From an optimization exercise on the open Yosys and OpenROAD flow, aimed at small area and a short achievable clock period; shortcuts taken in it are not production practice. Power is estimated from default activity; no workload was simulated.

## mcu_single_cycle
module mcu_single_cycle(clk, nClear, instr_in, pc_out, write_back_data);
	input clk, nClear;
	input [15:0] instr_in;
	output [15:0] pc_out;
	output [15:0] write_back_data;
	wire [3:0] op = instr_in[15:12];
	wire [3:0] fa = instr_in[11:8];
	wire [3:0] fb = instr_in[7:4];
	wire [3:0] fc = instr_in[3:0];
	wire [15:0] imm = {{12{fc[3]}}, fc};
	wire is_and  = (op == 4'h0);
	wire is_or   = (op == 4'h1);
	wire is_add  = (op == 4'h2);
	wire is_addi = (op == 4'h3);
	wire is_sub  = (op == 4'h6);
	wire is_slt  = (op == 4'h7);
	wire is_lw   = (op == 4'h8);
	wire is_sw   = (op == 4'hA);
	wire is_bne  = (op == 4'hE);
	wire is_jmp  = (op == 4'hF);
	wire reg_write = is_and | is_or | is_add | is_addi | is_sub | is_slt | is_lw;
	wire [3:0] dst = (is_addi | is_lw) ? fb : fc;
	reg [15:0] rf [0:15];
	reg [15:0] valid;
	wire [15:0] sel_a = valid & (16'd1 << fa);
	wire [15:0] sel_b = valid & (16'd1 << fb);
	reg [15:0] ra, rb;
	integer i;
	always @(*) begin
		ra = 16'd0;
		rb = 16'd0;
		for (i = 0; i < 16; i = i + 1) begin
			ra = ra | ({16{sel_a[i]}} & rf[i]);
			rb = rb | ({16{sel_b[i]}} & rf[i]);
		end
	end
	reg [15:0] dm [0:15];
	reg [15:0] sel_m;
	reg [3:0] t;
	integer j;
	reg [3:0] m_lo;
	reg [3:0] m_hi0, m_hi1;
	reg [1:0] d;
	always @(*) begin
		for (j = 0; j < 4; j = j + 1) begin
			d = j[1:0] - fc[1:0];
			m_lo[j] = (ra[1:0] == d);
			d = j[1:0] - fc[3:2];
			m_hi0[j] = (ra[3:2] == d);
			d = j[1:0] - fc[3:2] - 2'd1;
			m_hi1[j] = (ra[3:2] == d);
		end
		for (j = 0; j < 16; j = j + 1)
			sel_m[j] = m_lo[j % 4] & ((j % 4 < fc[1:0]) ? m_hi1[j / 4] : m_hi0[j / 4]);
	end
	reg [15:0] mdata;
	always @(*) begin
		mdata = 16'd0;
		for (j = 0; j < 16; j = j + 1)
			mdata = mdata | ({16{sel_m[j]}} & dm[j]);
	end
	wire sub = is_sub | is_slt;
	wire [15:0] opb = is_addi ? imm : (sub ? ~rb : rb);
	wire [15:0] sum = ra + opb + {15'd0, sub};
	wire [15:0] wb = ({16{is_lw}} & mdata)
	               | ({16{is_and}} & (ra & rb))
	               | ({16{is_or}} & (ra | rb))
	               | ({16{is_slt}} & {15'd0, sum[15]})
  ...
For scale: roughly 1800 cells after synthesis, ~50 I/O pins.
==> flow/config.mk <==
export PLATFORM = sky130hd
export DESIGN_NAME = mcu_single_cycle
export DESIGN_NICKNAME = mcu_single_cycle
export VERILOG_FILES = /design/flow/design.v
export SDC_FILE = /design/flow/constraint.sdc
export NUM_CORES = 4
export LEC_CHECK = 0
export CAP_MARGIN = 20
export CORE_MARGIN = 2
export CORE_UTILIZATION = 65
export PLACE_DENSITY = 0.75
export SETUP_SLACK_MARGIN = 5
export SLEW_MARGIN = 20
==> flow/constraint.sdc <==
create_clock -name core_clock -period 16.0 [get_ports {clk}]
set_input_delay 3.2000 -clock core_clock [delete_from_list [all_inputs] [get_ports {clk}]]
set_output_delay 3.2000 -clock core_clock [all_outputs]
set_load 0.01 [all_outputs]
standard.sh (not shown) runs the stock make flow with config.mk's settings and CLKGATE_MAP_FILE= SYNTH_SCRIPT=/design/flow/synth_recipe.tcl, a recipe that flattens the netlist after the stock synthesis.
==> flow/flow/run.sh <==
#!/bin/bash
# The standard layout (standard.sh), with these changes:
# - clock tree: small clock buffers, no dummy clock loads
# - port buffers: a plain buffer cell, which the repair steps can resize
# Everything make prints goes to flow.log; ORFS keeps each step's own log under orfs/logs.
here=$PWD
bash standard.sh \
  "SETUP_SLACK_MARGIN=4.5" \
  "CTS_ARGS=-sink_clustering_enable -repair_clock_nets -dont_use_dummy_load -sink_clustering_size 18 -sink_clustering_max_diameter 60 -buf_list {sky130_fd_sc_hd__clkbuf_4 sky130_fd_sc_hd__clkbuf_8}" \
  "BUFFER_PORTS_ARGS=-buffer_cell sky130_fd_sc_hd__buf_4" \
  finish > flow.log 2>&1
==> next run, changes <==
--- a/flow/flow/run.sh
+++ b/flow/flow/run.sh
@@ -7,3 +7,3 @@
 bash standard.sh \
-  "SETUP_SLACK_MARGIN=4.5" \
+  "SETUP_SLACK_MARGIN=5.5" \
   "CTS_ARGS=-sink_clustering_enable -repair_clock_nets -dont_use_dummy_load -sink_clustering_size 18 -sink_clustering_max_diameter 60 -buf_list {sky130_fd_sc_hd__clkbuf_4 sky130_fd_sc_hd__clkbuf_8}" \
=> The new run finished clean. Cell area grows by about 7%. Count of clock-buffer cells in the layout shrinks by 4. Power grows by 4.3%. Wire length grows by about 3.7%. Via count grows by 4.4%. Fmax grows by 6.9%. Hold slack stays flat. Final cell count grows by 4.6%.
==> next run, changes <==
--- a/flow/flow/run.sh
+++ b/flow/flow/run.sh
@@ -7,5 +7,6 @@
 bash standard.sh \
-  "SETUP_SLACK_MARGIN=5.5" \
   "CTS_ARGS=-sink_clustering_enable -repair_clock_nets -dont_use_dummy_load -sink_clustering_size 18 -sink_clustering_max_diameter 60 -buf_list {sky130_fd_sc_hd__clkbuf_4 sky130_fd_sc_hd__clkbuf_8}" \
   "BUFFER_PORTS_ARGS=-buffer_cell sky130_fd_sc_hd__buf_4" \
+  "SLEW_MARGIN=0" \
+  "CAP_MARGIN=0" \
   finish > flow.log 2>&1
=> Worst setup slack loses 190 ps. Clock-buffer cell count climbs by 4. Combinational power drops by 13%. Design area drops by 5.1%. Global-route usage stays flat. Non-clock buffer count drops by 95. Sequential share of layout area climbs by 3.0 points.
==> next run, changes <==
--- a/flow/flow/run.sh
+++ b/flow/flow/run.sh
@@ -8,5 +8,3 @@
   "CTS_ARGS=-sink_clustering_enable -repair_clock_nets -dont_use_dummy_load -sink_clustering_size 18 -sink_clustering_max_diameter 60 -buf_list {sky130_fd_sc_hd__clkbuf_4 sky130_fd_sc_hd__clkbuf_8}" \
-  "BUFFER_PORTS_ARGS=-buffer_cell sky130_fd_sc_hd__buf_4" \
-  "SLEW_MARGIN=0" \
-  "CAP_MARGIN=0" \
+  "BUFFER_PORTS_ARGS=-buffer_cell sky130_fd_sc_hd__buf_2" \
   finish > flow.log 2>&1
CORE_UTILIZATION = 70   (was 65)
PLACE_DENSITY = 0.8   (was 0.75)
TNS_END_PERCENT = 0   (was unset)
- The new run went through all stages and came out clean
- clock power goes down by about 4%
- fmax goes down by about 0.9%
- power goes down by about 1.7%
- critical path depth goes up by 1
- area after synthesis stays the same
- first-iteration DRC count goes up by 3.6%
- sequential power barely changes
- final cell count goes down by about 1.8%
No functional check of the RTL was part of any run of this note.

[separate check: timing with driven ports]
In the flow no input, the clock included, has a driving cell. The finished layouts below were timed again as built, in two steps.
Step 1: set_driving_cell puts a clkbuf_16 on clk and a buf_2 on each other input, an assumption about the parent block.
Step 2 also shifts input and output timing later by t, the mid clock arrival at the registers, as if the neighbouring blocks saw the same clock.
Slacks: no drivers / after step 1 / after step 2; pairs: no drivers / after step 1.
| run | t, ns | setup slack, ns | clock arrival spread, ns | worst data-port slew with drivers (ns) | pins driven straight from the clock port |
|---|---|---|---|---|---|
| the first run | 0.693 | 4.480 / 4.448 / 4.448 | 0.068 / 0.069 | 0.05 | 1 |
| the second run | 0.675 | 5.221 / 5.197 / 5.197 | 0.048 / 0.048 | 0.06 | 1 |
| the third run | 0.682 | 5.034 / 5.005 / 5.005 | 0.098 / 0.099 | 0.06 | 1 |
| the fourth run | 0.667 | 4.929 / 4.903 / 4.903 | 0.072 / 0.072 | 0.06 | 1 |
After both steps setup and hold are still met in every run listed. The setup slack of the first run, which loses most, moves by -0.032 ns with the drivers and by -0.032 ns with both steps.
